From an optimization exercise on the open Yosys and OpenROAD flow, aimed at small area, a short achievable clock period and few clock cycles; shortcuts taken in it are not production practice. Where RTL was checked, it was by simulation tests only, not by an equivalence proof against the original. Only the layout flow was run in runs 1 to 4; the RTL was not checked for function there. Power and IR drop assume default switching activity.

<file path="flow/flow/run.sh">
#!/bin/bash
# Standard layout flow, run through the standard.sh.
set -e
bash standard.sh > standard.log 2>&1
</file>
<file path="flow/standard.sh">
#!/bin/bash
# synth_recipe.tcl (not shown) runs the flow's synth.tcl, then flattens the netlist and writes it again
# the make line also repeats each setting of config.mk as NAME=value (left out here)
make -C /OpenROAD-flow-scripts/flow DESIGN_CONFIG=/design/flow/config.mk WORK_HOME=/design/flow/orfs CLKGATE_MAP_FILE= SYNTH_SCRIPT=/design/flow/synth_recipe.tcl "${@:-finish}"
</file>
<file path="flow/config.mk">
export PLATFORM = sky130hd
export DESIGN_NAME = encode
export DESIGN_NICKNAME = encode
export VERILOG_FILES = /design/flow/design.v
export SDC_FILE = /design/flow/constraint.sdc
export NUM_CORES = 8
export LEC_CHECK = 0
export CAP_MARGIN = 20
export CORE_MARGIN = 2
export CORE_UTILIZATION = 45
export SETUP_SLACK_MARGIN = 5
export SLEW_MARGIN = 20
export SYNTH_MEMORY_MAX_BITS = 16384
</file>
<file path="flow/constraint.sdc">
create_clock -name core_clock -period 10.0 [get_ports {clk}]
set_input_delay 2.0000 -clock core_clock [delete_from_list [all_inputs] [get_ports {clk}]]
set_output_delay 2.0000 -clock core_clock [all_outputs]
set_load 0.01 [all_outputs]
</file>
<file path="flow/design.v">
module encode#(
	parameter DATAWIDTH_STATE		= 16,
	parameter DATAWIDTH_XMAX		= 18,
	parameter DATAWIDTH_RCPFREQ		= 32,
	parameter DATAWIDTH_BIAS		= 10,
	parameter DATAWIDTH_CMPLFREQ	= 9,
	parameter DATAWIDTH_RCPSHIFT	= 6,
	parameter RANS_BYTE_L_SHIFT		= 8,
	parameter DATANUM				= 130560
)(
	input wire								clk,
	input wire								rst,
	input wire								start,
	output reg								onebyte_end,
	output reg								finish,
	input wire	[	 DATAWIDTH_XMAX-1:0]	x_max,
	input wire								x_max_valid,
	input wire	[ DATAWIDTH_RCPFREQ-1:0]	rcp_freq,
	input wire								rcp_freq_valid,
	input wire	[	 DATAWIDTH_BIAS-1:0]	bias,
	input wire								bias_valid,
	input wire	[DATAWIDTH_CMPLFREQ-1:0]	cmpl_freq,
	input wire								cmpl_freq_valid,
	input wire	[DATAWIDTH_RCPSHIFT-1:0]	rcp_shift,
	input wire								rcp_shift_valid,
	input wire								tvalid,
	input wire	[			   	    7:0]	tdata,
	input wire								tlast,
	output reg	[			   	    7:0]	byte_enc,
	output reg								out_valid
);
	function gt8;
		input [7:0] a;
		input [7:0] b;
		integer i;
		reg g;
		begin
			g = 1'b0;
			for (i = 0; i < 8; i = i + 1)
				g = (a[i] & ~b[i]) | (a[i] & g) | (~b[i] & g);
			gt8 = g;
		end
	endfunction
	function ge12;
		input [11:0] a;
		input [11:0] b;
		reg [11:0] g, p;
		reg [5:0] g1, p1;
		reg [2:0] g2, p2;
		reg g3, p3;
		integer i;
		begin
			g = a & ~b;		 
			p = a | ~b;		 
			for (i = 0; i < 6; i = i + 1) begin
				g1[i] = g[2*i+1] | (p[2*i+1] & g[2*i]);
				p1[i] = g[2*i+1] | (p[2*i+1] & p[2*i]);
			end
			for (i = 0; i < 3; i = i + 1) begin
				g2[i] = g1[2*i+1] | (p1[2*i+1] & g1[2*i]);
				p2[i] = g1[2*i+1] | (p1[2*i+1] & p1[2*i]);
			end
			g3 = g2[1] | (p2[1] & g2[0]);
			p3 = g2[1] | (p2[1] & p2[0]);
			ge12 = g2[2] | (p2[2] & p3);
		end
	endfunction
	reg rst_r;
	always @(posedge clk) rst_r <= rst;
	reg			ld_v;
	reg	[7:0]	ld_f;
	always @(posedge clk) begin
		ld_v <= x_max_valid;
		ld_f <= x_max[15:8];
	end
	reg	[7:0]	ld_cnt;		 
	reg	[8:0]	ld_acc;		 
	always @(posedge clk) begin
		if (rst_r) begin
			ld_cnt <= 8'd0;
			ld_acc <= 9'd0;
		end else if (ld_v) begin
			ld_cnt <= ld_cnt + 8'd1;
			ld_acc <= ld_acc + {1'b0, ld_f};
		end
	end
	reg	[3*255-1:0]	lsr;	 
	always @(posedge clk)
		if (ld_v) lsr <= {lsr[3*254-1:0], ld_acc[2:0]};
	reg	[7:0]	thr [1:32];
	genvar gk;
	generate for (gk = 1; gk <= 32; gk = gk + 1) begin : g_thr
		always @(posedge clk)
			if (ld_v && ld_acc[8:3] < gk) thr[gk] <= ld_cnt;
	end endgenerate
	reg	[7:0]	idx;
	always @(posedge clk)
		idx <= tvalid ? tdata : idx + 8'd1;
	wire [2:0] lrow [0:255];
	genvar gp;
	generate for (gp = 0; gp < 255; gp = gp + 1) begin : g_row
		assign lrow[gp] = lsr[3*gp +: 3];
	end endgenerate
	assign lrow[255] = 3'd0;
	wire [2:0] rd_lo = lrow[~idx];
	wire [32:1] t;
	generate for (gk = 1; gk <= 32; gk = gk + 1) begin : g_cmp
		assign t[gk] = gt8(idx, thr[gk]);
	end endgenerate
	wire [4:0] rd_hi;
	assign rd_hi[4] = t[16] ^ t[32];
	assign rd_hi[3] = t[8] ^ t[16] ^ t[24] ^ t[32];
	assign rd_hi[2] = t[4] ^ t[8] ^ t[12] ^ t[16] ^ t[20] ^ t[24] ^ t[28] ^ t[32];
	assign rd_hi[1] = ^{t[2], t[4], t[6], t[8], t[10], t[12], t[14], t[16],
	                    t[18], t[20], t[22], t[24], t[26], t[28], t[30], t[32]};
	assign rd_hi[0] = ^t;
	wire [7:0] rd_cdf = {rd_hi, rd_lo};
	reg			v1, v2, v3, v4, v5, v6, fin1;
	reg			l1, l2, l3, l4, l5, l6;
	always @(posedge clk) begin
		if (rst_r) begin
			v1 <= 1'b0; v2 <= 1'b0; v3 <= 1'b0; v4 <= 1'b0; v5 <= 1'b0; v6 <= 1'b0;
			fin1 <= 1'b0;
		end else begin
			v1 <= tvalid; v2 <= v1; v3 <= v2; v4 <= v3; v5 <= v4; v6 <= v5;
			fin1 <= v6 & l6;
		end
		l1 <= tlast; l2 <= l1; l3 <= l2; l4 <= l3; l5 <= l4; l6 <= l5;
	end
	reg	[7:0]	c0, c1;
	always @(posedge clk) begin
		if (v1) c0 <= rd_cdf;
		c1 <= rd_cdf;
	end
	reg	[7:0]	fa, ca;
	always @(posedge clk)
		if (v3) begin
			fa <= c1 - c0;
			ca <= c0;
		end
	reg	[7:0]	pc;
	reg	[7:0]	m1;
	reg	[9:0]	m3;
	reg	[10:0]	m5, m7;
	reg	[11:0]	m9, m11, m13, m15;
	always @(posedge clk)
		if (v4) begin
			pc  <= ca;
			m1  <= fa;
			m3  <= {2'b0, fa} + {1'b0, fa, 1'b0};
			m5  <= {3'b0, fa} + {1'b0, fa, 2'b0};
			m7  <= {fa, 3'b0} - {3'b0, fa};
			m9  <= {1'b0, fa, 3'b0} + {4'b0, fa};
			m11 <= {1'b0, fa, 3'b0} + {3'b0, fa, 1'b0} + {4'b0, fa};
			m13 <= {fa, 4'b0} - {3'b0, fa, 1'b0} - {4'b0, fa};
			m15 <= {fa, 4'b0} - {4'b0, fa};
		end
	wire [11:0] mul [0:15];
	assign mul[0]  = 12'd0;
	assign mul[1]  = {4'b0, m1};
	assign mul[2]  = {3'b0, m1, 1'b0};
	assign mul[3]  = {2'b0, m3};
	assign mul[4]  = {2'b0, m1, 2'b0};
	assign mul[5]  = {1'b0, m5};
	assign mul[6]  = {1'b0, m3, 1'b0};
	assign mul[7]  = {1'b0, m7};
	assign mul[8]  = {1'b0, m1, 3'b0};
	assign mul[9]  = m9;
	assign mul[10] = {m5, 1'b0};
	assign mul[11] = m11;
	assign mul[12] = {m3, 2'b0};
	assign mul[13] = m13;
	assign mul[14] = {m7, 1'b0};
	assign mul[15] = m15;
	reg	[15:0]	x;
	reg			need;		 
	wire [7:0] hi = x[15:8];
	wire [7:0] lo = x[7:0];
	wire [7:0] r0 = need ? 8'd0 : hi;	 
	wire [7:0] dv = need ? hi : lo;
	reg	[7:0]	r1;			 
	reg	[3:0]	qh;			 
	wire [7:0]	u_r = v6 ? r1 : r0;
	wire [3:0]	u_d = v6 ? dv[3:0] : dv[7:4];
	wire [11:0]	u_w = {u_r, u_d};
	wire [7:0]	u_v = u_w[7:0] + (v6 ? pc : 8'd0);	 
	wire [15:0]	u_t;		 
	wire [15:0]	u_e;		 
	wire [7:0]	u_c [0:15];
	assign u_t[0] = 1'b1;
	genvar gm;
	generate for (gm = 1; gm < 16; gm = gm + 1) begin : g_div
		assign u_t[gm] = ge12(u_w, mul[gm]);
	end endgenerate
	generate for (gm = 0; gm < 16; gm = gm + 1) begin : g_cand
		assign u_c[gm] = u_v - mul[gm][7:0];
		if (gm < 15) begin : g_e
			assign u_e[gm] = u_t[gm] & ~u_t[gm+1];
		end else begin : g_e
			assign u_e[gm] = u_t[gm];
		end
	end endgenerate
	reg [7:0] u_rem;
	reg [3:0] u_q;
	integer mi;
	always @(*) begin
		u_rem = 8'd0;
		u_q = 4'd0;
		for (mi = 0; mi < 16; mi = mi + 1)
			if (u_e[mi]) begin
				u_rem = u_rem | u_c[mi];
				u_q = u_q | mi[3:0];
			end
	end
	wire [15:0] x_new = {qh, u_q, u_rem};
	wire [3:0] fah = fa[7:4];
	wire need_fast = (qh > fah) | ((qh == fah) & u_t[fa[3:0]]);
	wire need_slow = hi >= fa;
	always @(posedge clk) begin
		if (v5) begin
			r1 <= u_rem;
			qh <= u_q;
		end
		if (v4) need <= v6 ? need_fast : need_slow;
		if (start)   x <= 16'd256;
		else if (v6) x <= x_new;
	end
	always @(posedge clk) begin
		onebyte_end <= tvalid;
		if (rst_r) begin
			out_valid <= 1'b0;
			finish    <= 1'b0;
		end else begin
			out_valid <= (v5 & need) | (v6 & l6) | fin1;
			finish    <= fin1;
		end
		if (v5)
			byte_enc <= lo;
		else if (fin1)
			byte_enc <= hi;
		else
			byte_enc <= x_new[7:0];
	end
endmodule
</file>
==> notes.md, run 1 <==
Run
Across the run, the number of max-cap violations was 0.

Route
Dividing the detail-routed via count by the number of cells gives 6.55. The total DRC errors in the routed layout is 0. The starting DRC count in detailed routing is 6717.

Summed over all layers, the routed wires come to 193000 um. The routed wirelength normalized by instance count is 30.5 um. The detail route stage leaves a number of antenna-violating nets equal to 0. The length of the first detailed-routing pass in iterations is 11.

The total vias in the final route is 41362.

Synth
The area fraction in compound gates after synthesis is 0.154. The share of Yosys cell area claimed by the top area cell type is 0.596. Sorting the synthesized cells by area gives the leading types as sky130_fd_sc_hd__edfxtp_1 60%, sky130_fd_sc_hd__ha_1 3.6%, sky130_fd_sc_hd__a22oi_1 3.2%, sky130_fd_sc_hd__dfxtp_1 2.9%, sky130_fd_sc_hd__xnor2_1 2.2%. By area, the combinational part of the netlist is dominated by compound AO/OA/AOI/OAI gates.

Counting flops with a built-in enable in the synthesized netlist gives 1139. The library cell with the largest summed area after synthesis is sky130_fd_sc_hd__edfxtp_1. The post-synthesis async set-or-reset flop share is 0. Each instance of the synthesized netlist takes up on average 12.8 um^2. The number of different library cells in the post-synthesis netlist is 93. The xor-xnor portion of the synthesized cell area is 0.0351. Of the total synthesized cell area, the portion taken by AND, OR, NAND and NOR gates is 0.0852. In the post-synthesis netlist, the cell with the most instances is sky130_fd_sc_hd__edfxtp_1. Yosys printed 2 warnings. The post-synthesis share of cell area spent on full adders, half adders and majority gates is 0.0622. The flop and latch count out of synthesis is 1222. The primary flip-flop cell chosen by synthesis mapping is sky130_fd_sc_hd__edfxtp_1. In the synthesized netlist, the number of instances is 4467. The mapped cell area is 57300 um^2.

The commonest cells after synthesis are 1139 x sky130_fd_sc_hd__edfxtp_1, 245 x sky130_fd_sc_hd__a22oi_1, 229 x sky130_fd_sc_hd__nor2_1, 227 x sky130_fd_sc_hd__a21oi_1, 208 x sky130_fd_sc_hd__inv_1. The portion of synthesized area spent on multiplexers is 0.00801. The sequential cell area fraction in the yosys report is 0.625. The synthesized net count is ~4700.

Setup path
The arrival time at the worst endpoint is ~5600 ps. Walking the worst path, the cells encountered are buf_4 > buf_4 > mux2_2 > mux2i_4 > inv_2 > ha_4 > a21oi_2 > nor2_1 > nor2_2 > o31ai_1 > a21oi_1 > xnor2_2 > clkbuf_4 > ha_1 > xnor2_1 > a221o_1 > nor4b_2 > nand4_1 > mux2i_1 > o21ai_2. The cell occurring most often along the worst timing path is sky130_fd_sc_hd__buf_4. The setup slack of the most critical reg-to-reg path is 5020 ps. The kind of capture point of the worst setup path is a flop. In this run the worst path has a maximum fanout of 6.

The endpoint of the lowest-slack register-to-register path is byte_enc[6]. Together, buffers and inverters on the worst path number 4. The worst setup path is of the reg2reg kind. The cell with the largest stage delay on the worst path is sky130_fd_sc_hd__edfxtp_1.

For the worst flop-to-flop path, the logic depth is 20. In this design, the largest share of critical-path delay is due to compound AO/OA/AOI/OAI gates. The element type at the critical path start is a flop. STA puts the critical path data required time at about 11000 ps.

The critical path's largest stage delay is 500 ps. In this run the critical register-to-register path is launched from need.

CTS
The later-pin clock latency in the skew report is ~770 ps. The count of clock tree sinks is 1222. The TritonCTS clock tree is yes.

Buffers inserted during clock tree synthesis total 135. Clock tree synthesis selected as its root buffer the cell sky130_fd_sc_hd__clkbuf_16. No sink is reached through more buffers than the 3 on the longest clock path. After clock tree synthesis, the clock-pin slew on the worst setup and hold paths is roughly 60 ps. The maximum level of the CTS H-tree is 4.

Timing
On the final layout, the worst hold slack is 326 ps. After routing, the total negative slack on setup checks comes to 0 ps. The count of final setup violators is 0. For the pin with the worst max-slew slack, the measured transition is 1240 ps.

The max-slew violation count is 0. The shortest period the worst path allows is 4980 ps. Of the available clock period, the critical path in the final layout requires 0.498. The final-report hold violation count came to 0.

The clock skew after layout is 31.1 ps. Setup repair after global routing left no endpoint under its margin. For this run, the top clock speed supported by timing is 0.201 GHz. The relative max-transition margin is 0.169.

Pwr
The share of total power dissipated in combinational logic is 0.157. Cell internal power was estimated by the tool at 0.00974 W. The clock network fraction of total power is 0.372. In this run the power density over the cells is 206 nW/um^2. The sequential group share of total power is 0.472. The net load switching power is about 0.0037 W. The total leakage power is between 20 and 25 nW. IR analysis of the VDD net gives a maximum drop of slightly below 0.0002 V.

The switching share of total power is 0.277.

Min path
The worst hold path terminates at l3. In this run the most critical hold path is launched from l2. Counting instances, the worst hold path has a depth of 0. The worst hold path belongs to the class reg2reg.

Placed design
The final estimated routing congestion in global placement is 0.983. The post-detailed-placement cell area is 60100 um^2. The number of port buffers is 32.

The total half-perimeter wirelength after legalization and detailed placement is 124000 um.

Floorplanning
The count of pins on the block boundary is 104. The number of cell rows is 130. From bottom edge to top edge, the die measures 361 um. The die covers 130000 um^2. The initial utilization of the core area, before any placement, comes to 0.455. The horizontal die dimension is 361 um. The area of the core is roughly 130000 um^2.

Global routing
The largest net degree at the start of global routing is 86. The first global-routing pass estimated 273000 um of wire. The global-route usage over all layers is 0.288. The number of global-route vias before repair is roughly 39000. The initial antenna violation count is 8. The remaining global-route overflow is 0.

Run status
The run finished with no timing, DRC or antenna violations.

Layout
Compared with the post-synthesis result, the final layout area differs by 13.8%. The final instance area is 65300 um^2. In the final layout, the share of cells above drive strength 1 is 0.115.

The net count reported at finish is about 4800.
[power groups by stage]
stage | clock, W | combinational [W] | sequential, W
floorplan | 0 | 0.00138 | 0.00641
global placement | 0 | 0.00201 | 0.00644
detailed placement | 0 | 0.00204 | 0.00645
CTS | 0.00506 | 0.00207 | 0.00635
global route | 0.00525 | 0.00227 | 0.00639
finish | 0.00501 | 0.00211 | 0.00636
[per-stage QoR]
| step | setup slack (ps) | total power [W] | utilization | std cells |
|---|---|---|---|---|
| global route | 4960 | 0.0139 | 0.518 | 6312 |
| floorplan | 2960 | 0.00779 | - | 4467 |
| detailed placement | 4010 | 0.00849 | 0.477 | 6029 |
| global placement | 4050 | 0.00845 | 0.477 | 6029 |
| finish | 5020 | 0.0135 | 0.518 | 6315 |
| CTS | 4910 | 0.0135 | 0.513 | 6284 |
[how the worst max path moves through the flow]
stage / from / end / slack, ps / depth (start not counted)
floorplan: ld_v / thr[2][0] / 2960 / 8
CTS: need / byte_enc[6] / 4910 / 19
detailed placement: need / byte_enc[6] / 4010 / 18
global placement: need / byte_enc[6] / 4050 / 18
global route: need / r1[7] / 4960 / 21
finish: need / byte_enc[6] / 5020 / 20
[layout make-up]
type,instances,area [um^2]
Clock inverter,80,852
Tap cell,1650,2060
Antenna cell,3,7.51
Fill cell,10653,60800
Clock buffer,168,3560
Multi-Input combinational cell,2788,20400
Inverter,215,823
Sequential cell,1222,35900
Timing Repair Buffer,189,1630
[cells in the final DEF, fill, tap and decap left out, types with 27 or more instances in the layout]
cell,instances
sky130_fd_sc_hd__a22o_1,32
sky130_fd_sc_hd__a221oi_1,30
sky130_fd_sc_hd__o21ai_0,140
sky130_fd_sc_hd__a21oi_2,28
sky130_fd_sc_hd__buf_4,138
sky130_fd_sc_hd__o211ai_1,36
sky130_fd_sc_hd__a31oi_1,40
sky130_fd_sc_hd__nor4_1,40
sky130_fd_sc_hd__nor2b_1,65
sky130_fd_sc_hd__edfxtp_1,1139
sky130_fd_sc_hd__maj3_1,101
sky130_fd_sc_hd__clkdlybuf4s50_1,32
sky130_fd_sc_hd__nand2_1,175
sky130_fd_sc_hd__nor2_1,210
sky130_fd_sc_hd__clkbuf_1,28
sky130_fd_sc_hd__a211oi_1,27
sky130_fd_sc_hd__dfxtp_1,72
sky130_fd_sc_hd__xor2_1,50
sky130_fd_sc_hd__a21o_1,48
sky130_fd_sc_hd__xnor2_1,142
sky130_fd_sc_hd__inv_1,202
sky130_fd_sc_hd__ha_1,160
sky130_fd_sc_hd__a21oi_1,192
sky130_fd_sc_hd__o21bai_1,48
sky130_fd_sc_hd__a22oi_1,243
sky130_fd_sc_hd__nand3_1,158
sky130_fd_sc_hd__a32oi_1,52
sky130_fd_sc_hd__a222oi_1,37
sky130_fd_sc_hd__clkbuf_16,137
sky130_fd_sc_hd__nor3_1,55
sky130_fd_sc_hd__nand2b_1,79
sky130_fd_sc_hd__o22ai_1,121
sky130_fd_sc_hd__nand4_1,47
[registers in the layout (all words and copies together), names as in the netlist, 9 cells and up]
name    count
m15        12
thr       256
ld_acc      9
m13        11
m9         11
x          16
lsr       765
m11        10
m5          9
[what timing repair did]
action,4_1_cts,5_1_grt
endpoints found under the setup margin,29,22
hold buffers,0,0
pin swaps,3,20
buffers inserted,7,23
resized for setup,29,72
cloned,0,4
[per-layer routing]
| metal | routed length (um) | share of wire | track usage | vias up |
|---|---|---|---|---|
| met5 | 45 | 0.00023 | 0 | - |
| met4 | 8160 | 0.042 | 0.108 | 8 |
| met3 | 24900 | 0.13 | 0.0844 | 569 |
| met2 | 83400 | 0.43 | 0.426 | 2875 |
| met1 | 76200 | 0.40 | 0.400 | 20283 |
| li1 | - | - | - | 17627 |
[cells by family after synthesis]
| logic type | Yosys count |
|---|---|
| AO/OA/AOI/OAI | 1267 |
| flip-flops | 1222 |
| AND/OR/NAND/NOR | 977 |
| buffers and inverters | 458 |
| adder cells (fa/ha/maj) | 291 |
| XOR/XNOR | 210 |
| multiplexers | 42 |
==> inputs of run 2 (changes only) <==
--- a/flow/design.v
+++ b/flow/design.v
@@ -32,13 +32,22 @@
 	function gt8;
 		input [7:0] a;
 		input [7:0] b;
+		reg [7:0] g, p;
+		reg [3:0] g1, p1;
+		reg [1:0] g2, p2;
 		integer i;
-		reg g;
 		begin
-			g = 1'b0;
-			for (i = 0; i < 8; i = i + 1)
-				g = (a[i] & ~b[i]) | (a[i] & g) | (~b[i] & g);
-			gt8 = g;
+			g = a & ~b;		 
+			p = a | ~b;		 
+			for (i = 0; i < 4; i = i + 1) begin
+				g1[i] = g[2*i+1] | (p[2*i+1] & g[2*i]);
+				p1[i] = g[2*i+1] | (p[2*i+1] & p[2*i]);
+			end
+			for (i = 0; i < 2; i = i + 1) begin
+				g2[i] = g1[2*i+1] | (p1[2*i+1] & g1[2*i]);
+				p2[i] = g1[2*i+1] | (p1[2*i+1] & p1[2*i]);
+			end
+			gt8 = g2[1] | (p2[1] & g2[0]);
 		end
 	endfunction
 	function ge12;
@@ -47,7 +56,7 @@
 		reg [11:0] g, p;
 		reg [5:0] g1, p1;
 		reg [2:0] g2, p2;
-		reg g3, p3;
+		reg p3;
 		integer i;
 		begin
 			g = a & ~b;		 
@@ -60,9 +69,14 @@
 				g2[i] = g1[2*i+1] | (p1[2*i+1] & g1[2*i]);
 				p2[i] = g1[2*i+1] | (p1[2*i+1] & p1[2*i]);
 			end
-			g3 = g2[1] | (p2[1] & g2[0]);
 			p3 = g2[1] | (p2[1] & p2[0]);
 			ge12 = g2[2] | (p2[2] & p3);
+		end
+	endfunction
+	function [15:0] dec4;
+		input [3:0] a;
+		begin
+			dec4 = 16'd1 << a;
 		end
 	endfunction
 	reg rst_r;
@@ -94,26 +108,47 @@
 			if (ld_v && ld_acc[8:3] < gk) thr[gk] <= ld_cnt;
 	end endgenerate
 	reg	[7:0]	idx;
-	always @(posedge clk)
-		idx <= tvalid ? tdata : idx + 8'd1;
-	wire [2:0] lrow [0:255];
+	reg	[15:0]	oh_hi, oh_lo;
+	always @(posedge clk) begin
+		if (tvalid) begin
+			idx   <= tdata;
+			oh_hi <= dec4(tdata[7:4]);
+			oh_lo <= dec4(tdata[3:0]);
+		end else begin
+			idx   <= idx + 8'd1;
+			oh_lo <= {oh_lo[14:0], oh_lo[15]};
+			if (oh_lo[15]) oh_hi <= {oh_hi[14:0], oh_hi[15]};
+		end
+	end
+	wire [2:0] lent [0:255];
 	genvar gp;
 	generate for (gp = 0; gp < 255; gp = gp + 1) begin : g_row
-		assign lrow[gp] = lsr[3*gp +: 3];
-	end endgenerate
-	assign lrow[255] = 3'd0;
-	wire [2:0] rd_lo = lrow[~idx];
+		assign lent[gp] = lsr[3*gp +: 3];
+	end endgenerate
+	assign lent[255] = 3'd0;
+	reg [2:0] rd_lo;
+	reg [2:0] grp;
+	integer ia, ib;
+	always @(*) begin
+		rd_lo = 3'd0;
+		for (ia = 0; ia < 16; ia = ia + 1) begin
+			grp = 3'd0;
+			for (ib = 0; ib < 16; ib = ib + 1)
+				grp = grp | ({3{oh_lo[ib]}} & lent[16*(15-ia) + (15-ib)]);
+			rd_lo = rd_lo | ({3{oh_hi[ia]}} & grp);
+		end
+	end
 	wire [32:1] t;
 	generate for (gk = 1; gk <= 32; gk = gk + 1) begin : g_cmp
 		assign t[gk] = gt8(idx, thr[gk]);
 	end endgenerate
-	wire [4:0] rd_hi;
-	assign rd_hi[4] = t[16] ^ t[32];
-	assign rd_hi[3] = t[8] ^ t[16] ^ t[24] ^ t[32];
-	assign rd_hi[2] = t[4] ^ t[8] ^ t[12] ^ t[16] ^ t[20] ^ t[24] ^ t[28] ^ t[32];
-	assign rd_hi[1] = ^{t[2], t[4], t[6], t[8], t[10], t[12], t[14], t[16],
-	                    t[18], t[20], t[22], t[24], t[26], t[28], t[30], t[32]};
-	assign rd_hi[0] = ^t;
+	reg [4:0] rd_hi;
+	integer ik;
+	always @(*) begin
+		rd_hi = 5'd0;
+		for (ik = 1; ik < 32; ik = ik + 1)
+			if (t[ik] & ~t[ik+1]) rd_hi = rd_hi | ik[4:0];
+	end
 	wire [7:0] rd_cdf = {rd_hi, rd_lo};
 	reg			v1, v2, v3, v4, v5, v6, fin1;
 	reg			l1, l2, l3, l4, l5, l6;
@@ -174,16 +209,20 @@
 	assign mul[15] = m15;
 	reg	[15:0]	x;
 	reg			need;		 
+	reg			sel_n, sel_x;	 
 	wire [7:0] hi = x[15:8];
 	wire [7:0] lo = x[7:0];
-	wire [7:0] r0 = need ? 8'd0 : hi;	 
-	wire [7:0] dv = need ? hi : lo;
 	reg	[7:0]	r1;			 
 	reg	[3:0]	qh;			 
-	wire [7:0]	u_r = v6 ? r1 : r0;
-	wire [3:0]	u_d = v6 ? dv[3:0] : dv[7:4];
-	wire [11:0]	u_w = {u_r, u_d};
-	wire [7:0]	u_v = u_w[7:0] + (v6 ? pc : 8'd0);	 
+	reg	[3:0]	d2;			 
+	reg	[7:0]	e2;			 
+	wire [11:0]	u_w = ({12{sel_n}} & {8'd0, hi[7:4]})
+	                | ({12{sel_x}} & {hi, lo[7:4]})
+	                | ({12{v6}}    & {r1, d2});
+	wire [7:0]	v2h = r1[3:0] + e2[7:4];
+	wire [7:0]	u_v = ({8{sel_n}} & {4'd0, hi[7:4]})
+	                | ({8{sel_x}} & {hi[3:0], lo[7:4]})
+	                | ({8{v6}}    & {v2h[3:0], e2[3:0]});
 	wire [15:0]	u_t;		 
 	wire [15:0]	u_e;		 
 	wire [7:0]	u_c [0:15];
@@ -216,12 +255,18 @@
 	wire [3:0] fah = fa[7:4];
 	wire need_fast = (qh > fah) | ((qh == fah) & u_t[fa[3:0]]);
 	wire need_slow = hi >= fa;
-	always @(posedge clk) begin
+	wire need_nx = v6 ? need_fast : need_slow;
+	wire [3:0] d2_nx = need ? hi[3:0] : lo[3:0];
+	always @(posedge clk) begin
+		if (v4) need <= need_nx;
+		sel_n <= v4 & need_nx;
+		sel_x <= v4 & ~need_nx;
 		if (v5) begin
 			r1 <= u_rem;
 			qh <= u_q;
-		end
-		if (v4) need <= v6 ? need_fast : need_slow;
+			d2 <= d2_nx;
+			e2 <= {4'd0, d2_nx} + pc;
+		end
 		if (start)   x <= 16'd256;
 		else if (v6) x <= x_new;
 	end
@@ -239,6 +284,6 @@
 		else if (fin1)
 			byte_enc <= hi;
 		else
-			byte_enc <= x_new[7:0];
+			byte_enc <= u_rem;
 	end
 endmodule
==> flow/flow/run.sh (replaced) <==
#!/bin/bash
# Standard synthesis, then the standard ORFS layout steps with repair_timing
# aiming at a larger setup slack (a tighter internal target than the clock).
set -euo pipefail
MARGIN=${MARGIN:-6.5}
bash standard.sh synth > synth.log 2>&1
sed "s/SETUP_SLACK_MARGIN=[0-9.]*/SETUP_SLACK_MARGIN=$MARGIN/" standard.sh > layout.sh
grep -q "SETUP_SLACK_MARGIN=$MARGIN" layout.sh
bash layout.sh > layout.log 2>&1
==> run 2 against run 1 <==
  * Still clean on timing, DRC and antenna
  * Sequential share of layout area rose by 1.5 points
  * Setup slack improved by 1300 ps
  * Global-route usage decreased by 5.5 points
  * Design area rose by 0.75%
  * Synthesized area shrank 2.2%
  * Clock skew decreased by 7.5 ps
  * Via count is 11% lower
  * Synthesized cell count shrank 9.3%
  * Clock-buffer cell count is 12 higher
  * Die area fell by 2.2%
  * Power decreased by 3.4%
  * Critical endpoint is now r1[5]
  * Largest cell class unchanged
==> notes.md, run 2 <==
Timing
The shortest period the worst path allows is 3710 ps. The minimum hold slack is around 320 ps. Setup repair after global routing could not meet its margin everywhere. The final-report hold violation count is 0. Dividing the final minimum period by the clock period gives 0.371. For the pin with the worst max-slew slack, the measured transition is 1030 ps. The worst setup slack after layout is 6290 ps. The total negative slack is 0 ps. For the final database, setup skew stands at 23.6 ps. The max-slew violation count was 0. Setup violations remaining at the end of the flow were counted as 0. Based on the critical path, the design can be clocked at up to 0.269 GHz. The relative max-transition margin is 0.315.

Floorplanning
After floorplanning, the core was divided into 129 placement rows. The die covers 127000 um^2. The initial cell density of the core is 0.453. The die is 357 um tall. The count of pins on the block boundary is around 100.

After floorplanning, the core was sized to cover between 100000 and 150000 um^2. From left edge to right edge, the die measures 357 um.

Placed design
Once detailed placement completed, the half-perimeter wirelength came to 89700 um. Before CTS, the worst setup slack after placement is 4900 ps. The placed cell count is 5600. Buffers placed on the I/O ports in this run total 32. The final estimated routing congestion in global placement is 0.913.

Route
After detailed routing, the number of remaining DRC violations is 0. The number of vias per cell is 6.13. Summed over all layers, the routed wires come to around 150000 um.

The number of nets still failing antenna checks after routing is 0. After detailed routing, the average wire length per cell comes to 25.4 um. For this block, the initial DRC count from the detailed router was 4427. The length of the first detailed-routing pass in iterations is 7. The total vias in the final route is 36621.

Layout
The register with the most flip-flops in the layout has between 700 and 800 of them. The ratio of cells with drive above 1 in the final layout is 0.169. The area growth from synthesis to layout is 17.3%. The library cell used most frequently in the layout, excluding fill and tap cells, is sky130_fd_sc_hd__edfxtp_1. The antenna cell count is 0. In the final design database the tool counted 4503 nets. The largest registers in the layout are lsr x765, thr x256. The finished layout holds around 6000 standard cells, fillers aside.

In the layout the commonest cells are 1167 x sky130_fd_sc_hd__edfxtp_1, 199 x sky130_fd_sc_hd__inv_1, 189 x sky130_fd_sc_hd__a22oi_1. The register with the most flip-flops in the final layout is lsr.

Synth
Of the post-synthesis cell area, the dominant cell type holds 0.625. The post-synthesis async set-or-reset flop share is 0. The primary flip-flop cell chosen by synthesis mapping is sky130_fd_sc_hd__edfxtp_1. Ranked by total cell area, the synthesized netlist is headed by sky130_fd_sc_hd__edfxtp_1 63%, sky130_fd_sc_hd__dfxtp_1 3.6%, sky130_fd_sc_hd__ha_1 3.6%, sky130_fd_sc_hd__a22oi_1 2.7%, sky130_fd_sc_hd__a221oi_1 2.2%. In the synthesized netlist, the number of instances is 4050. The number of different library cells in the post-synthesis netlist is 83. The count of synthesis-stage warnings from yosys is 2.

Yosys mapped a number of flops with a built-in enable equal to 1167. The commonest cells after synthesis are 1167 x sky130_fd_sc_hd__edfxtp_1, 212 x sky130_fd_sc_hd__inv_1, 201 x sky130_fd_sc_hd__a22oi_1, 185 x sky130_fd_sc_hd__o21ai_0, 181 x sky130_fd_sc_hd__a21oi_1. The synthesized net count is 4329. The flop and latch count out of synthesis is between 1000 and 1500. The mapped netlist covers 56100 um^2. After synthesis, the mean cell area works out to 13.8 um^2. The most used standard cell by instance count after synthesis is sky130_fd_sc_hd__edfxtp_1. Of all cell types, the one taking the most synthesized area is sky130_fd_sc_hd__edfxtp_1. The sequential cell area fraction in the yosys report is 0.661.

Global routing
Global routing finished with a remaining overflow of 0. The largest net degree at the start of global routing is 205. The number of global-route vias before repair came to 35296. The first global-routing pass estimated 224000 um of wire. The global-route usage over all layers is 0.233.

The initial antenna violation count is 2.

Setup path
The critical-path maximum fanout is 9. The element type at the critical path start is a flop. Data arrives at the worst endpoint at 4230 ps.

The critical path data required time is 10510 ps. The kind of capture point of the worst setup path is a flop. The classification of the worst setup path is reg2reg.

Pwr
The power per unit of standard cell area is a little under 200 nW/um^2. The maximum vdd drop is 0.000185 V. The total leakage power is 23.6 nW.

CTS
The later-pin clock latency in the skew report is roughly 760 ps. Clock tree synthesis inserted a total of 137 buffers. The H-tree was split into 4 levels.

Hold repair after CTS inserted 0 buffers. The maximum buffer depth of the clock tree is 3. The root buffer cell is sky130_fd_sc_hd__clkbuf_16.

The clock edge transition at the registers on the reported setup and hold paths is 60 ps. TritonCTS built the clock tree. The clock net in this run drives a total of 1268 sinks.

Run status
The flow ran to the end and the layout has no timing, DRC or antenna violations.

Run
The max-capacitance violation count is 0.

Min path
The type of the worst min-delay path is reg2reg.
run 2: layout make-up:
cell class / count / area (um^2)
tap: 1637 / 2050
sequential: 1268 / 37100
clock inverter: 72 / 850
timing repair buffer: 243 / 2380
fill: 10220 / 57900
inverter: 216 / 875
multi-input combinational: 2358 / 18700
clock buffer: 180 / 3760
run 2: per-stage QoR:
step                 util  total power (W)  cell area, um^2
finish              0.532           0.0130            65700
global route        0.532           0.0135            65700
CTS                 0.524           0.0130            64800
detailed placement  0.473          0.00767            58500
global placement    0.473          0.00765            58500
floorplan               -          0.00728            56300
run 2: per-layer routing:
| metal | track usage | share of wire | up-vias |
|---|---|---|---|
| li1 | - | - | 16271 |
| met1 | 0.339 | 0.44 | 18446 |
| met2 | 0.362 | 0.46 | 1620 |
| met3 | 0.0385 | 0.079 | 282 |
| met4 | 0.0639 | 0.025 | 2 |
| met5 | 0 | 0.000073 | - |
run 2: worst max-delay path, cell delays in order (launching register included):
cell and delay (ps):
sky130_fd_sc_hd__dfxtp_4 370, sky130_fd_sc_hd__buf_12 140, sky130_fd_sc_hd__a222oi_1 290, sky130_fd_sc_hd__buf_4 210
sky130_fd_sc_hd__buf_4 120, sky130_fd_sc_hd__buf_12 100, sky130_fd_sc_hd__buf_4 110, sky130_fd_sc_hd__a21oi_1 70
sky130_fd_sc_hd__o2111a_1 230, sky130_fd_sc_hd__o21ai_0 190, sky130_fd_sc_hd__nand4_1 260, sky130_fd_sc_hd__nand2_2 170
sky130_fd_sc_hd__o22ai_1 120, sky130_fd_sc_hd__a221o_1 320, sky130_fd_sc_hd__a2111oi_4 390, sky130_fd_sc_hd__o2111a_2 330
sky130_fd_sc_hd__inv_1 50
run 2: logic make-up after synthesis:
kind of cell	count (synthesis)	share of synthesized area
AOI/OAI and AO/OA	1187	0.151
xor gates and xnor gates	172	0.0269
adders and majority gates	309	0.0669
buffers and inverters	424	0.0290
DFF	1268	0.661
muxes	23	0.00435
and+or+nand+nor	667	0.0604
run 2: report_power, final:
group | total (W) | leakage, nW | switching [W] | internal (W)
combinational | 0.00136 | 9.11 | 0.000807 | 0.000552
clock | 0.00522 | 2.25 | 0.00210 | 0.00312
sequential | 0.00643 | 12.2 | 0.000214 | 0.00622
run 2: repair_timing:
item	CTS	global route
gates cloned	7	4
pin swaps	94	87
setup endpoints to repair	215	131
gates resized for setup	283	122
setup buffers	74	36
run 2: worst paths after layout:
path         startpoint  cells past startpoint  slack (ps)    end
max                  v6                     16        6290  r1[5]
min                  l4                      0         320     l5
max reg2reg          v6                     16        6290  r1[5]
min reg2reg          l4                      0         320     l5
==> inputs of run 3 (changes only) <==
==> flow/flow/run.sh (replaced) <==
#!/bin/bash
# Standard synthesis, then the standard ORFS layout steps with repair_timing
# aiming at a larger setup slack (a tighter internal target than the clock).
set -euo pipefail
MARGIN=${MARGIN:-6.0}
bash standard.sh synth > synth.log 2>&1
sed "s/SETUP_SLACK_MARGIN=[0-9.]*/SETUP_SLACK_MARGIN=$MARGIN/" standard.sh > layout.sh
grep -q "SETUP_SLACK_MARGIN=$MARGIN" layout.sh
bash layout.sh > layout.log 2>&1
==> run 3 against run 2 <==
  * Still clean on timing, DRC and antenna
  * Synthesized area is the same
  * Worst hold slack is essentially flat
  * Clock skew is essentially flat
  * Utilization shrank 1.5 points
  * Final cell count shrank 1.5%
  * Clock-buffer cell count is the same
  * Combinational power shrank 13%
  * Non-clock buffer count shrank 91
  * Clock power is essentially flat
  * Sequential share of layout area grew 1.7 points
  * Power shrank 1.5%
  * Sequential power is essentially flat
  * Critical path type unchanged
==> notes.md, run 3 <==
Run status
The run finished with no timing, DRC or antenna violations.

CTS
The maximum level of the CTS H-tree is 4. The clock passes through at most 3 buffers. The count of clock tree sinks is 1268.

The TritonCTS buffer count is 137. Clock-pin slew was measured on the worst setup and hold paths at 60 ps. TritonCTS built the clock tree. At the later pin of the worst-skew pair, clock insertion delay measures 760 ps. The root buffer cell is sky130_fd_sc_hd__clkbuf_16.

Setup path
The critical path's largest stage delay is between 500 and 600 ps. The critical path data required time is 10490 ps. The endpoint identified for the worst register-to-register timing path is r1[2]. Together, buffers and inverters on the worst path number 3. The kind of cell with the highest combined delay on the critical path is simple AND/OR/NAND/NOR gates. The setup path with the least slack is of type reg2reg. The worst setup path is launched from a flop. The critical-path maximum fanout is 42. Traced cell by cell, the critical path runs through buf_4 > a22oi_2 > buf_6 > a222oi_1 > a22o_1 > a221oi_1 > o21ai_2 > nor2b_2 > or2_2 > nand3b_1 > nand3_1 > nor4_4 > inv_1. At the worst endpoint, the arrival time is 4380 ps. The setup slack of the most critical reg-to-reg path is 6100 ps.

The cell with the largest stage delay on the worst path is sky130_fd_sc_hd__nor4_4. The worst setup path is captured at a flop. The launch instance of the worst register-to-register path is sel_x. The worst register-to-register path has a depth of 13.

Global routing
The global-route wire length before repair is 220000 um. The initial antenna violation count is 3. The remaining global-route overflow is 0. The number of global-route vias before repair came to roughly 35000. The global-route usage over all layers is 0.228. The largest net degree at the start of global routing is 205.

Pwr
The net load switching power is 0.00304 W. The share of total power dissipated in sequential elements is 0.501. Power spread over the standard cell area amounts to 201 nW/um^2.

Of the total power, the share spent switching nets is 0.237. The share of total power dissipated in combinational logic is 0.092. The worst-case IR drop observed on VDD is 0.000184 V. The clock network fraction of total power is 0.407.

For this design the static power due to leakage is 22.7 nW. The internal power of the cells is 0.00978 W.

Layout
The register with the highest flop count is lsr. The number of flip-flops in the largest register is 765. The largest registers in the layout are lsr x765, thr x256. The core occupancy in the finished layout is 0.516. After routing the design area is 63900 um^2.

Leaving out fill and tap cells, the most frequent cell in the layout is sky130_fd_sc_hd__edfxtp_1. The number of antenna diodes in the final layout is 0. The library cells used most frequently in the layout, excluding fill and tap cells, are 1167 x sky130_fd_sc_hd__edfxtp_1, 206 x sky130_fd_sc_hd__inv_1, 192 x sky130_fd_sc_hd__a22oi_1. The net count reported at finish is 4412. The fill cell total of the finished layout is 10409. In the final layout, the share of cells above drive strength 1 is 0.108.

From synthesis to final layout, the design area changed by 13.9%.

Route
The detailed-route wire length is 147000 um. The starting DRC count in detailed routing is ~4300. Dividing the detail-routed via count by the number of cells gives 6.09. For this run, design rule violations remaining after detail routing come to 0. The routed wirelength normalized by instance count is 25.0 um. The length of the first detailed-routing pass in iterations is 6. The detailed router placed ~36000 vias in this run. The number of nets still failing antenna checks after routing is 0.

Synth
The post-synthesis async set-or-reset flop share is 0. The cell count after synthesis is approximately 4000. The cell area that synthesis handed to floorplanning was roughly 56000 um^2. Yosys attributes the largest share of cell area to sky130_fd_sc_hd__edfxtp_1 63%, sky130_fd_sc_hd__dfxtp_1 3.6%, sky130_fd_sc_hd__ha_1 3.6%, sky130_fd_sc_hd__a22oi_1 2.7%, sky130_fd_sc_hd__a221oi_1 2.2%.

The primary flip-flop cell chosen by synthesis mapping is sky130_fd_sc_hd__edfxtp_1. The synthesized design contains approximately 1200 enable-type register cells. Counting distinct cell types in the post-synthesis netlist gives 83.

After synthesis the netlist holds a flip-flop and latch count of roughly 1300. Sorting the synthesized cells by how often they occur yields 1167 x sky130_fd_sc_hd__edfxtp_1, 212 x sky130_fd_sc_hd__inv_1, 201 x sky130_fd_sc_hd__a22oi_1, 185 x sky130_fd_sc_hd__o21ai_0, 181 x sky130_fd_sc_hd__a21oi_1. The library cell with the largest summed area after synthesis is sky130_fd_sc_hd__edfxtp_1.

Dividing the synthesized area by the synthesized cell count gives about 14 um^2. Of the synthesized area, sequential elements account for 0.661. The most used standard cell by instance count after synthesis is sky130_fd_sc_hd__edfxtp_1.

The share of Yosys cell area claimed by the top area cell type is 0.625. Yosys printed 2 warnings. The number of nets in the synthesized netlist is 4329.

Min path
The start point of the worst hold path is l4. The worst-case hold path end point is l5. The type of the worst min-delay path is reg2reg. The worst hold path stage count is 0.

Run
The max-capacitance violation count is 0.

Floorplanning
The vertical extent of the die is 357 um. The area enclosed by the die boundary is around 130000 um^2. During I/O placement, the number of pins put on the boundary was 104. For this configuration, the core starts out at a cell density of 0.453. The horizontal die dimension is 357 um. The area of the core is 124000 um^2. The number of cell rows is 129.

Timing
The final-report hold violation count came to 0. Static timing analysis puts the maximum clock frequency at 0.257 GHz. In the final timing run, aggregate negative setup slack is 0 ps. Setup repair after global routing could not meet its margin everywhere.

The clock skew after layout is roughly 23 ps. For the pin with the worst max-slew slack, the measured transition is approximately 1000 ps. The shortest period the worst path allows is 3900 ps. The period utilization is 0.390.

The max-slew violation count is 0. Measured against its own limit, the worst slew margin works out to 0.314. The count of final setup violators is 0.

Placed design
In this run the cell area measured after placement is 58500 um^2. Detailed placement ended at an HPWL of 89700 um. The number of port buffers is 32. Routability-driven placement finished with a final weighted congestion of 0.913.
## run 3: timing repair
action,in CTS,in global routing
hold buffers,0,0
setup endpoints to repair,40,189
buffers inserted,17,11
gates resized for setup,62,49
pin swaps,8,15
gates cloned,1,1
## run 3: worst max path at each step
| stage | start | endpoint | slack, ps | cells past startpoint |
|---|---|---|---|---|
| final | sel_x | r1[2] | 6100 | 13 |
| after global routing | sel_x | byte_enc[3] | 5980 | 14 |
| after CTS | idx[1] | c0[3] | 6000 | 12 |
| after detailed placement | sel_x | byte_enc[2] | 4900 | 12 |
| after global placement | sel_x | byte_enc[2] | 5010 | 12 |
| after floorplan | ld_v | thr[2][0] | 2950 | 8 |
## run 3: cell type report
type / instances / area [um^2] / share of cell area
clock inverter: 72 / 850 / 0.0133
tap: 1637 / 2050 / 0.0321
inverter: 216 / 843 / 0.0132
multi-input combinational: 2358 / 17900 / 0.280
timing repair buffer: 152 / 1390 / 0.0217
clock buffer: 180 / 3760 / 0.0588
sequential: 1268 / 37100 / 0.581
## run 3: power by group through the flow
| stage | Sequential (W) | Combinational (W) | Clock (W) |
|---|---|---|---|
| after global placement | 0.00652 | 0.00113 | 0 |
| after CTS | 0.00642 | 0.00117 | 0.00533 |
| final | 0.00642 | 0.00118 | 0.00522 |
| after detailed placement | 0.00653 | 0.00114 | 0 |
| after floorplan | 0.00651 | 0.000779 | 0 |
| after global routing | 0.00646 | 0.00129 | 0.00552 |
## run 3: cell families after synthesis
kind of cell | after synthesis | synth area share
xor gates and xnor gates | 172 | 0.0269
muxes | 23 | 0.00435
DFF | 1268 | 0.661
AOI/OAI and AO/OA | 1187 | 0.151
and+or+nand+nor | 667 | 0.0604
adders and majority gates | 309 | 0.0669
buffers and inverters | 424 | 0.0290
## run 3: layer usage
layer  vias up  global-route usage  routed length (um)
met1     18014               0.334               66000
met5         -                   0                  25
met4         4              0.0630                3780
met2      1465               0.353               66700
met3       263              0.0394               10500
li1      16079                   -                   -
## run 3: worst register-to-register path: cells and delay by family, from the launching register on
family	cells	cell delay, ps
AO/OA/AOI/OAI	5	1250
buffers and inverters	3	630
flip-flops	1	410
AND/OR/NAND/NOR	5	1350
## run 3: metrics by stage
step | setup WS, ps | hold WS [ps] | instances | power (W)
2_1_floorplan | 2950 | 310 | 4050 | 0.00728
5_1_grt | 5980 | 338 | 5883 | 0.0133
4_1_cts | 6000 | 325 | 5870 | 0.0129
3_5_place_dp | 4900 | 312 | 5600 | 0.00767
6_report | 6100 | 324 | 5883 | 0.0128
3_3_place_gp | 5010 | 311 | 5600 | 0.00765
==> inputs of run 4 (changes only) <==
==> flow/flow/run.sh (replaced) <==
#!/bin/bash
# Standard synthesis, then the standard ORFS layout steps with repair_timing
# aiming at a larger setup slack (a tighter internal target than the clock).
set -euo pipefail
MARGIN=${MARGIN:-7.5}
bash standard.sh synth > synth.log 2>&1
sed "s/SETUP_SLACK_MARGIN=[0-9.]*/SETUP_SLACK_MARGIN=$MARGIN/" standard.sh > layout.sh
grep -q "SETUP_SLACK_MARGIN=$MARGIN" layout.sh
bash layout.sh > layout.log 2>&1
==> run 4 against run 3 <==
  * Still clean on timing, DRC and antenna
  * Utilization up 4.9 points
  * Setup slack better by 120 ps
  * Wire length up 11%
  * First-iteration DRC count up 15%
  * Die area unchanged
  * Register-to-register slack better by 120 ps
  * Critical path depth up 6
  * Final cell count up 5.5%
  * Power up 2.7%
  * Clock-buffer cell count unchanged
  * Combinational power up 28%
  * Flip-flop and latch count unchanged
  * Critical endpoint unchanged
==> notes.md, run 4 <==
Setup path
The critical path starts at v6. STA puts the critical path data required time at 10510 ps. The setup slack of the most critical reg-to-reg path is 6230 ps. The kind of capture point of the worst setup path is a flop. The slowest stage of the critical path belongs to the cell sky130_fd_sc_hd__dfxtp_4. The worst setup path is of the reg2reg kind. The critical path's largest stage delay is 380 ps. Walking the worst path, the cells encountered are buf_12 > a222oi_1 > buf_4 > buf_6 > buf_12 > buf_8 > a21oi_4 > o2111a_1 > o21ai_2 > nand4_1 > nand2_2 > buf_6 > buf_12 > a21oi_2 > a2111oi_2 > nand2_1 > nor4_4 > buf_6 > inv_1. The critical-path maximum fanout is 5. STA classifies the critical path startpoint as a flop.

Following the worst setup path forward leads to its endpoint at r1[2]. In this run the critical register-to-register path is captured at r1[2]. The launch instance of the worst register-to-register path is v6. The worst register-to-register path has a depth of 19. Data on the critical path arrives at its endpoint at about 4300 ps.

Synth
Among all cell types in the netlist, the one instantiated most often is sky130_fd_sc_hd__edfxtp_1. After synthesis, the most frequently instantiated cells are 1167 x sky130_fd_sc_hd__edfxtp_1, 212 x sky130_fd_sc_hd__inv_1, 201 x sky130_fd_sc_hd__a22oi_1, 185 x sky130_fd_sc_hd__o21ai_0, 181 x sky130_fd_sc_hd__a21oi_1. The library cell with the largest summed area after synthesis is sky130_fd_sc_hd__edfxtp_1.

The sequential cell area fraction in the yosys report is 0.661. Yosys printed 2 warnings. The post-synthesis async set-or-reset flop share is 0. In the post-synthesis netlist, the biggest area contributors are sky130_fd_sc_hd__edfxtp_1 63%, sky130_fd_sc_hd__dfxtp_1 3.6%, sky130_fd_sc_hd__ha_1 3.6%, sky130_fd_sc_hd__a22oi_1 2.7%, sky130_fd_sc_hd__a221oi_1 2.2%. The synthesized net count is approximately 4300. The mean cell area of the mapped netlist is about 14 um^2. Counting every instance in the synthesized netlist gives around 4000. In this run, synthesis inferred 1167 flip-flops with an integrated enable. The share of Yosys cell area claimed by the top area cell type is 0.625. The flop and latch count out of synthesis is between 1000 and 1500. Synthesis instantiated 83 different standard cells from the library. The mapped cell area is 56100 um^2.

For this run, the leading register cell type out of synthesis is sky130_fd_sc_hd__edfxtp_1.

Pwr
In this run the static leakage power is 25.4 nW. IR analysis of the VDD net gives a maximum drop of about 0.00018 V. In this run the power density over the cells is 188 nW/um^2.

Placed design
The pre-CTS setup slack is 4900 ps. The congestion estimate from routability-driven global placement came to ~0.9. Once detailed placement completed, the half-perimeter wirelength came to ~90000 um. The count of buffers added on input and output ports is 32.

Route
The total DRC errors in the routed layout is 0. The first routing iteration left 4958 violations. The total vias in the final route is 38470. Dividing the detail-routed wire length by the instance count gives roughly 26 um.

The number of nets still failing antenna checks after routing is 0. The first detailed-routing pass took 9 iterations. The number of vias per cell is around 6.2.

The detailed-route wire length is 163000 um.

Min path
The type of the worst min-delay path is reg2reg. Along the worst hold path, the cell count comes to 0.

Timing
The relative max-transition margin is 0.313. Setup repair after global routing could not meet its margin everywhere. Setup violations remaining at the end of the flow were counted as 0. In the finished design, the share of the clock period the worst path needs comes to 0.377. The clock period could shrink to 3770 ps.

At the pin with the least slew margin, the transition time is 1030 ps. Setup total negative slack on the finished layout was measured at 0 ps. Derived from the worst setup path, the maximum achievable clock frequency is 0.265 GHz. The final-report hold violation count is 0. The clock skew after layout is 31.4 ps. The worst setup slack after layout is just over 6000 ps. Hold is met by 324 ps. The max-slew violation count came to 0.

Global routing
The initial antenna violation count is 7. The global-route wire length before repair is 237000 um. The remaining global-route overflow is 0. The number of global-route vias before repair is 37082.

For this run, the total global-route usage over all layers was measured as 0.248. The largest net degree at the start of global routing is 205.

Floorplanning
The horizontal die dimension is 357 um. The floorplan step set the die height to 357 um. The region available for standard cell placement spans 124000 um^2. around 100 I/O pins were placed. The initial utilization of the core area, before any placement, comes to 0.453.

The floorplan step defined a die boundary enclosing 127000 um^2. The floorplan has approximately 130 rows.

Layout
The register with the most flip-flops in the layout has around 770 of them. Leaving out fill and tap cells, the most frequent cells in the layout are 1167 x sky130_fd_sc_hd__edfxtp_1, 268 x sky130_fd_sc_hd__buf_4, 187 x sky130_fd_sc_hd__inv_1. The core occupancy in the finished layout is 0.565. The fill cell total of the finished layout is 9703. The area growth from synthesis to layout is 24.7%. Ranked by flip-flop count, first place goes to lsr. The library cell used most frequently in the layout, excluding fill and tap cells, is sky130_fd_sc_hd__edfxtp_1. In the final layout, the share of cells above drive strength 1 is 0.254. The net count of the finished layout is ~4700. In the final layout, the registers with the most flip-flops are lsr x765, thr x256.

CTS
The root buffer cell is sky130_fd_sc_hd__clkbuf_16. The maximum buffer depth of the clock tree is 3. CTS saw 1268 sinks.

TritonCTS created between 100 and 150 clock buffers. Clock latency on the worst-skew pair, taken at its later pin, is 770 ps. After clock tree synthesis, the clock-pin slew on the worst setup and hold paths is 60 ps. TritonCTS built the clock tree.

The maximum level of the CTS H-tree is 4.

Run status
The flow ran to the end and the layout has no timing, DRC or antenna violations.

Run
The max-capacitance violation count is 0.
==> run 4: cell types whose count changed in the layout (fill, tap and decap cells not counted), moves of 23 or more <==
cell                       before  now
sky130_fd_sc_hd__maj3_2         5   77
sky130_fd_sc_hd__a21oi_1      157  115
sky130_fd_sc_hd__buf_6         10   76
sky130_fd_sc_hd__maj3_1       118   46
sky130_fd_sc_hd__ha_1         160  134
sky130_fd_sc_hd__a221oi_1     139  115
sky130_fd_sc_hd__buf_12         6   56
sky130_fd_sc_hd__buf_16         1   24
sky130_fd_sc_hd__buf_4         99  268
sky130_fd_sc_hd__o21ai_1        5   32
sky130_fd_sc_hd__a221oi_2       1   25
sky130_fd_sc_hd__o21ai_0      179  124
sky130_fd_sc_hd__ha_4           1   24
sky130_fd_sc_hd__a21oi_2       17   52
==> run 4: cell families (layout without fill, tap and decap cells) <==
| group | after synthesis | count (layout) | share of synthesized area |
|---|---|---|---|
| AOI/OAI and AO/OA | 1187 | 1187 | 0.151 |
| xor gates and xnor gates | 172 | 172 | 0.0269 |
| adders and majority gates | 309 | 309 | 0.0669 |
| buffers and inverters | 424 | 940 | 0.0290 |
| DFF | 1268 | 1268 | 0.661 |
| muxes | 23 | 23 | 0.00435 |
| other | 0 | 2 | 0 |
| and+or+nand+nor | 667 | 667 | 0.0604 |
==> run 4: repair_timing <==
| action | in CTS | in global routing |
|---|---|---|
| buffers inserted | 230 | 91 |
| setup endpoints to repair | 583 | 122 |
| gates resized for setup | 685 | 230 |
| pin swaps | 218 | 148 |
| hold buffers | 0 | 0 |
| cloned | 25 | 4 |
==> run 4: layout make-up <==
cell class                 instances  area [um^2]  share of cell area
antenna                            2         5.00           0.0000716
clock buffer                     180         3760              0.0538
inverter                         216          897              0.0128
clock inverter                    72          850              0.0122
timing repair buffer             472         5310              0.0760
tap                             1637         2050              0.0293
multi-input combinational       2358        19900               0.284
sequential                      1268        37200               0.532
==> run 4: metal layers <==
layer  vias up  track usage  wire length [um]
met4         2       0.0782              5660
met1     19287        0.353             69000
met2      1955        0.380             73800
met5         -            0                11
met3       474       0.0542             15000
li1      16752            -                 -
==> run 4: worst min path at each step <==
stage	startpoint	endpoint	slack, ps
floorplan	l1	l2	310
global placement	l5	l6	310
detailed placement	l2	l3	310
CTS	l4	l5	330
global route	l1	l2	340
finish	l4	l5	320
==> run 4: critical path, delay by kind of cell, from the launching register on <==
| family | cells | cell delay, ps |
|---|---|---|
| compound gates | 6 | 1190 |
| buf+inv | 9 | 1130 |
| simple gates | 4 | 810 |
| flops | 1 | 380 |
==> run 4: stage by stage <==
step | instances | power, W | instance area, um^2
2_1_floorplan | 4050 | 0.00728 | 56300
3_3_place_gp | 5600 | 0.00765 | 58500
3_5_place_dp | 5600 | 0.00767 | 58500
4_1_cts | 6107 | 0.0132 | 68000
5_1_grt | 6204 | 0.0136 | 69900
6_report | 6205 | 0.0132 | 69900
==> run 4: report_power, final <==
| group | internal, W | switching [W] | total, W |
|---|---|---|---|
| sequential | 0.00621 | 0.000213 | 0.00643 |
| clock | 0.00312 | 0.00212 | 0.00523 |
| combinational | 0.000644 | 0.000864 | 0.00151 |
| total | 0.00998 | 0.00319 | 0.0132 |
==> inputs of run 5 (changes only) <==
--- a/flow/design.v
+++ b/flow/design.v
@@ -164,32 +164,29 @@
 	end
 	reg	[7:0]	c0, c1;
 	always @(posedge clk) begin
-		if (v1) c0 <= rd_cdf;
+		c0 <= c1;
 		c1 <= rd_cdf;
 	end
-	reg	[7:0]	fa, ca;
+	reg	[7:0]	fa;
 	always @(posedge clk)
-		if (v3) begin
-			fa <= c1 - c0;
-			ca <= c0;
-		end
-	reg	[7:0]	pc;
+		if (v3) fa <= c1 - c0;
+	reg	[7:0]	ca, pc;
 	reg	[7:0]	m1;
 	reg	[9:0]	m3;
 	reg	[10:0]	m5, m7;
 	reg	[11:0]	m9, m11, m13, m15;
-	always @(posedge clk)
-		if (v4) begin
-			pc  <= ca;
-			m1  <= fa;
-			m3  <= {2'b0, fa} + {1'b0, fa, 1'b0};
-			m5  <= {3'b0, fa} + {1'b0, fa, 2'b0};
-			m7  <= {fa, 3'b0} - {3'b0, fa};
-			m9  <= {1'b0, fa, 3'b0} + {4'b0, fa};
-			m11 <= {1'b0, fa, 3'b0} + {3'b0, fa, 1'b0} + {4'b0, fa};
-			m13 <= {fa, 4'b0} - {3'b0, fa, 1'b0} - {4'b0, fa};
-			m15 <= {fa, 4'b0} - {4'b0, fa};
-		end
+	always @(posedge clk) begin
+		ca  <= c0;
+		pc  <= ca;
+		m1  <= fa;
+		m3  <= {2'b0, fa} + {1'b0, fa, 1'b0};
+		m5  <= {3'b0, fa} + {1'b0, fa, 2'b0};
+		m7  <= {fa, 3'b0} - {3'b0, fa};
+		m9  <= {1'b0, fa, 3'b0} + {4'b0, fa};
+		m11 <= {1'b0, fa, 3'b0} + {3'b0, fa, 1'b0} + {4'b0, fa};
+		m13 <= {fa, 4'b0} - {3'b0, fa, 1'b0} - {4'b0, fa};
+		m15 <= {fa, 4'b0} - {4'b0, fa};
+	end
 	wire [11:0] mul [0:15];
 	assign mul[0]  = 12'd0;
 	assign mul[1]  = {4'b0, m1};
@@ -258,15 +255,13 @@
 	wire need_nx = v6 ? need_fast : need_slow;
 	wire [3:0] d2_nx = need ? hi[3:0] : lo[3:0];
 	always @(posedge clk) begin
-		if (v4) need <= need_nx;
+		need <= need_nx;
 		sel_n <= v4 & need_nx;
 		sel_x <= v4 & ~need_nx;
-		if (v5) begin
-			r1 <= u_rem;
-			qh <= u_q;
-			d2 <= d2_nx;
-			e2 <= {4'd0, d2_nx} + pc;
-		end
+		r1 <= u_rem;
+		qh <= u_q;
+		d2 <= d2_nx;
+		e2 <= {4'd0, d2_nx} + pc;
 		if (start)   x <= 16'd256;
 		else if (v6) x <= x_new;
 	end
==> flow/flow/run.sh (replaced) <==
#!/bin/bash
# Standard synthesis, then the standard ORFS layout steps with repair_timing
# aiming at a larger setup slack (a tighter internal target than the clock).
set -euo pipefail
MARGIN=${MARGIN:-6.5}
bash standard.sh synth > synth.log 2>&1
sed "s/SETUP_SLACK_MARGIN=[0-9.]*/SETUP_SLACK_MARGIN=$MARGIN/" standard.sh > layout.sh
grep -q "SETUP_SLACK_MARGIN=$MARGIN" layout.sh
bash layout.sh > layout.log 2>&1
--- a/flow/config.mk
+++ b/flow/config.mk
@@ -8,6 +8,8 @@
 export CAP_MARGIN = 20
 export CORE_MARGIN = 2
 export CORE_UTILIZATION = 45
+export CTS_CLUSTER_DIAMETER = 50
+export CTS_CLUSTER_SIZE = 40
 export SETUP_SLACK_MARGIN = 5
 export SLEW_MARGIN = 20
 export SYNTH_MEMORY_MAX_BITS = 16384
==> run 5 against run 4 <==
  * Utilization is 4.4 points lower
  * Largest power group unchanged
  * Clock skew is 2.6 ps lower
  * Critical path depth is 5 lower
  * Fmax up 4.2%
  * Clock-buffer cell count down 54
  * Sequential power is 1% higher
  * Design area shrank 8.9%
  * First-iteration DRC count decreased by 13%
  * Non-clock buffer count is 274 lower
  * Flip-flop and latch count unchanged
  * Worst hold slack better by 1.5 ps
==> notes.md, run 5 <==
Timing
At the pin with the least slew margin, the transition time is 1060 ps. Setup repair after global routing could not meet its margin everywhere. Static timing analysis puts the maximum clock frequency at 0.276 GHz.

For the final routed database, the setup TNS stands at 0 ps. The worst setup slack after layout is 6380 ps. Measured against its own limit, the worst slew margin works out to 0.296. Between clock sinks in the finished design, the worst skew comes to 28.8 ps. The final-report hold violation count is 0. The period utilization is 0.362. The routed design could run at a clock period as short as 3620 ps.

The max-slew violation count is 0. Setup violations remaining at the end of the flow were counted as 0.

Placed design
The number of port buffers is 32. The final estimated routing congestion in global placement is just over 0.9. At the placement stage, the worst setup path has a slack of 5300 ps. Summed over all nets, the half-perimeter wirelength after detailed placement is 90100 um.

Synth
Counting flops and latches in the post-synthesis netlist gives 1268. By area the synthesized netlist is led by sky130_fd_sc_hd__edfxtp_1 57%, sky130_fd_sc_hd__dfxtp_1 8.1%, sky130_fd_sc_hd__ha_1 3.6%, sky130_fd_sc_hd__a22oi_1 2.8%, sky130_fd_sc_hd__a221oi_1 2.1%. The count of synthesis-stage warnings from yosys is 2.

The post-synthesis async set-or-reset flop share is 0. By count the netlist is led by 1045 x sky130_fd_sc_hd__edfxtp_1, 227 x sky130_fd_sc_hd__inv_1, 223 x sky130_fd_sc_hd__dfxtp_1, 204 x sky130_fd_sc_hd__a22oi_1, 179 x sky130_fd_sc_hd__a21oi_1. The library cell with the largest summed area after synthesis is sky130_fd_sc_hd__edfxtp_1. In this run, synthesis inferred 1045 flip-flops with an integrated enable. The sequential cell area fraction in the yosys report is 0.647.

In the synthesized netlist the dominant register cell turns out to be sky130_fd_sc_hd__edfxtp_1. The number of different library cells used by synthesis comes to between 90 and 100. Synthesis produced a netlist with a net count of around 4400. The cell area that synthesis handed to floorplanning was 55400 um^2.

After technology mapping, the gate count stands at 4136. A synthesized cell averages 13.4 um^2. Yosys instantiated no cell more often than sky130_fd_sc_hd__edfxtp_1. The share of Yosys cell area claimed by the top area cell type is 0.566.

Floorplanning
The region available for standard cell placement spans roughly 120000 um^2. The floorplan has 128 rows. From left edge to right edge, the die measures roughly 350 um. The vertical extent of the die is 355 um. For this configuration, the core starts out at a cell density of 0.454.

Pin placement for this block handled ~100 I/O pins. The area enclosed by the die boundary is between 100000 and 150000 um^2.

CTS
The TritonCTS clock tree is yes. The maximum level of the CTS H-tree is 3. The clock drives 1268 sinks. The later-pin clock latency in the skew report is 730 ps. The TritonCTS buffer count is between 100 and 150. The root buffer cell is sky130_fd_sc_hd__clkbuf_16. The number of buffers inserted for hold repair after clock tree synthesis is 0. The clock edge transition at the registers on the reported setup and hold paths is 70 ps. The longest clock path from root to sink contains 3 buffers.

Setup path
The critical-path maximum fanout is 7. Across all register-to-register paths, the minimum setup slack is 6380 ps. The critical path data required time is ~11000 ps.

The launch instance of the worst register-to-register path is sel_x. The element type at the critical path start is a flop. The worst register-to-register path ends at byte_enc[5]. The classification of the worst setup path is reg2reg. Counting cells, the worst reg-to-reg path comes to 14. The arrival time at the worst endpoint is roughly 4200 ps.

STA classifies the critical path endpoint as a flop.

Route
The starting DRC count in detailed routing is 4327. For this run, the detailed router's first-pass iteration total came to 6. The detailed-route wire length is 147000 um.

The total DRC errors in the routed layout is 0. The number of vias per cell is 6.08. The routed wirelength normalized by instance count is between 20 and 25 um. The total vias in the final route is 36319. The number of nets still failing antenna checks after routing is 0.

Layout
The ratio of cells with drive above 1 in the final layout is 0.138. The multi-input combinational cells in the finished layout cover a total of 18800 um^2. Leaving out fill and tap cells, the most frequent cell in the layout is sky130_fd_sc_hd__edfxtp_1.

In the final design database the tool counted between 4000 and 5000 nets. The fill cell total of the finished layout is roughly 10000. The number of flip-flops in the largest register is between 700 and 800. In the final layout, the registers with the most flip-flops are lsr x765, thr x256. Registers take 35900 um^2. The top cell types in the final layout, fill and taps aside, are 1045 x sky130_fd_sc_hd__edfxtp_1, 215 x sky130_fd_sc_hd__inv_1, 195 x sky130_fd_sc_hd__a22oi_1. lsr holds more flip-flops than any other register. The layout overhead on the synthesized area is 14.8%. The core occupancy in the finished layout is 0.521.

Pwr
The total leakage power is about 23 nW. The maximum vdd drop is around 0.00016 V. Dividing total power by cell area gives a power density of slightly above 200 nW/um^2.

Global routing
The remaining global-route overflow is 0. Entering global routing, the biggest net connects ~180 pins. The number of global-route vias before repair is 34769. The initial antenna violation count is 5. For this run, the total global-route usage over all layers was measured as 0.228. The first global-routing pass estimated 219000 um of wire.

Run status
The flow ran to the end and the layout has no timing, DRC or antenna violations.

Min path
The worst hold path stage count is 0. The min-delay analysis places its worst path in the category reg2reg. For hold timing, the worst endpoint is l2. In this run the most critical hold path is launched from l1.

Run
The max-capacitance violation count is 0.
## run 5: changes by cell type after synthesis, moves of 9 or more
cell / before / now
sky130_fd_sc_hd__inv_1: 212 / 227
sky130_fd_sc_hd__a21o_1: 55 / 41
sky130_fd_sc_hd__o211ai_1: 13 / 22
sky130_fd_sc_hd__edfxtp_1: 1167 / 1045
sky130_fd_sc_hd__dfxtp_1: 101 / 223
sky130_fd_sc_hd__nor2_1: 150 / 167
sky130_fd_sc_hd__buf_4: 1 / 13
sky130_fd_sc_hd__nor3_1: 26 / 36
sky130_fd_sc_hd__o21ai_0: 185 / 154
sky130_fd_sc_hd__maj3_1: 118 / 106
sky130_fd_sc_hd__o22ai_1: 45 / 58
sky130_fd_sc_hd__buf_1: 50 / 33
sky130_fd_sc_hd__nor2b_1: 55 / 68
## run 5: metal layers
metal	wire, um	GRT usage	up-vias	part of all wire
met5	9	0	-	0.000061
met4	3250	0.0621	2	0.022
met3	12200	0.0354	238	0.082
met2	66600	0.352	1473	0.45
met1	65400	0.336	18232	0.44
li1	-	-	16374	-
## run 5: power by group
part | switching [W] | leakage, nW | internal [W]
Clock | 0.00224 | 2.01 | 0.00247
Sequential | 0.000321 | 12.2 | 0.00620
Combinational | 0.000978 | 8.79 | 0.000639
## run 5: worst max-delay path by stage
stage                      start     endpoint  slack (ps)
after global routing       sel_x         x[7]        6330
after CTS                  sel_x  byte_enc[6]        6390
after global placement     sel_x  byte_enc[6]        5350
after floorplan             ld_v    thr[2][0]        2950
after detailed placement  m15[0]  byte_enc[2]        5300
final                      sel_x  byte_enc[5]        6380
## run 5: layout make-up
class	instances	area share
antenna	3	0.000118
clock buffer	126	0.0475
clock inverter	95	0.0170
inverter	232	0.0145
multi-input combinational	2428	0.296
sequential	1268	0.564
tap	1625	0.0319
timing repair buffer	198	0.0290
## run 5: cell families (layout without fill, tap and decap cells)
group                    after synthesis  in the layout  synth area share
multiplexers                          24             24           0.00461
adder cells (fa/ha/maj)              293            293            0.0647
buffers and inverters                440            651            0.0316
AND/OR/NAND/NOR                      742            742            0.0693
other                                  0              3                 0
flip-flops                          1268           1268             0.647
AO/OA/AOI/OAI                       1199           1199             0.156
XOR/XNOR                             170            170            0.0269
## run 5: metrics by stage
stage               power [W]  std cells  cell area (um^2)  hold slack (ps)
floorplan             0.00765       4136             55600              310
global placement      0.00813       5662             57700              312
detailed placement    0.00817       5662             57700              313
CTS                    0.0129       5922             62800              327
global route           0.0133       5972             63600              327
finish                 0.0128       5975             63600              326
## run 5: critical path, stage by stage (launching register included)
cell and delay (ps):
sky130_fd_sc_hd__dfxtp_4 360, sky130_fd_sc_hd__buf_12 130, sky130_fd_sc_hd__a222oi_1 460, sky130_fd_sc_hd__buf_4 230, sky130_fd_sc_hd__buf_6 120, sky130_fd_sc_hd__nand2_4 50
sky130_fd_sc_hd__a2111oi_4 340, sky130_fd_sc_hd__a2111oi_4 80, sky130_fd_sc_hd__a221oi_4 490, sky130_fd_sc_hd__nand2b_4 290, sky130_fd_sc_hd__buf_6 110, sky130_fd_sc_hd__o32ai_1 60
sky130_fd_sc_hd__nor4_1 280, sky130_fd_sc_hd__and3_2 320, sky130_fd_sc_hd__a31oi_1 130
## run 5: repair_timing
action                                 CTS  global route
pin swaps                               27            49
setup endpoints to repair              275           220
endpoints found under the hold margin    0             0
resized for setup                      152           107
buffers inserted                        36            47
gates cloned                             3             3
Testbench counts of run 5, summed over its fixed seeds: cycles 36,384.

Setup slack of run 5, layout unchanged: 6.382 ns with ideal ports, 6.382 ns with driving cells assumed (clock clkbuf_16, inputs buf_2), 6.382 ns with port delays also shifted by the 0.784 ns mid clock arrival.
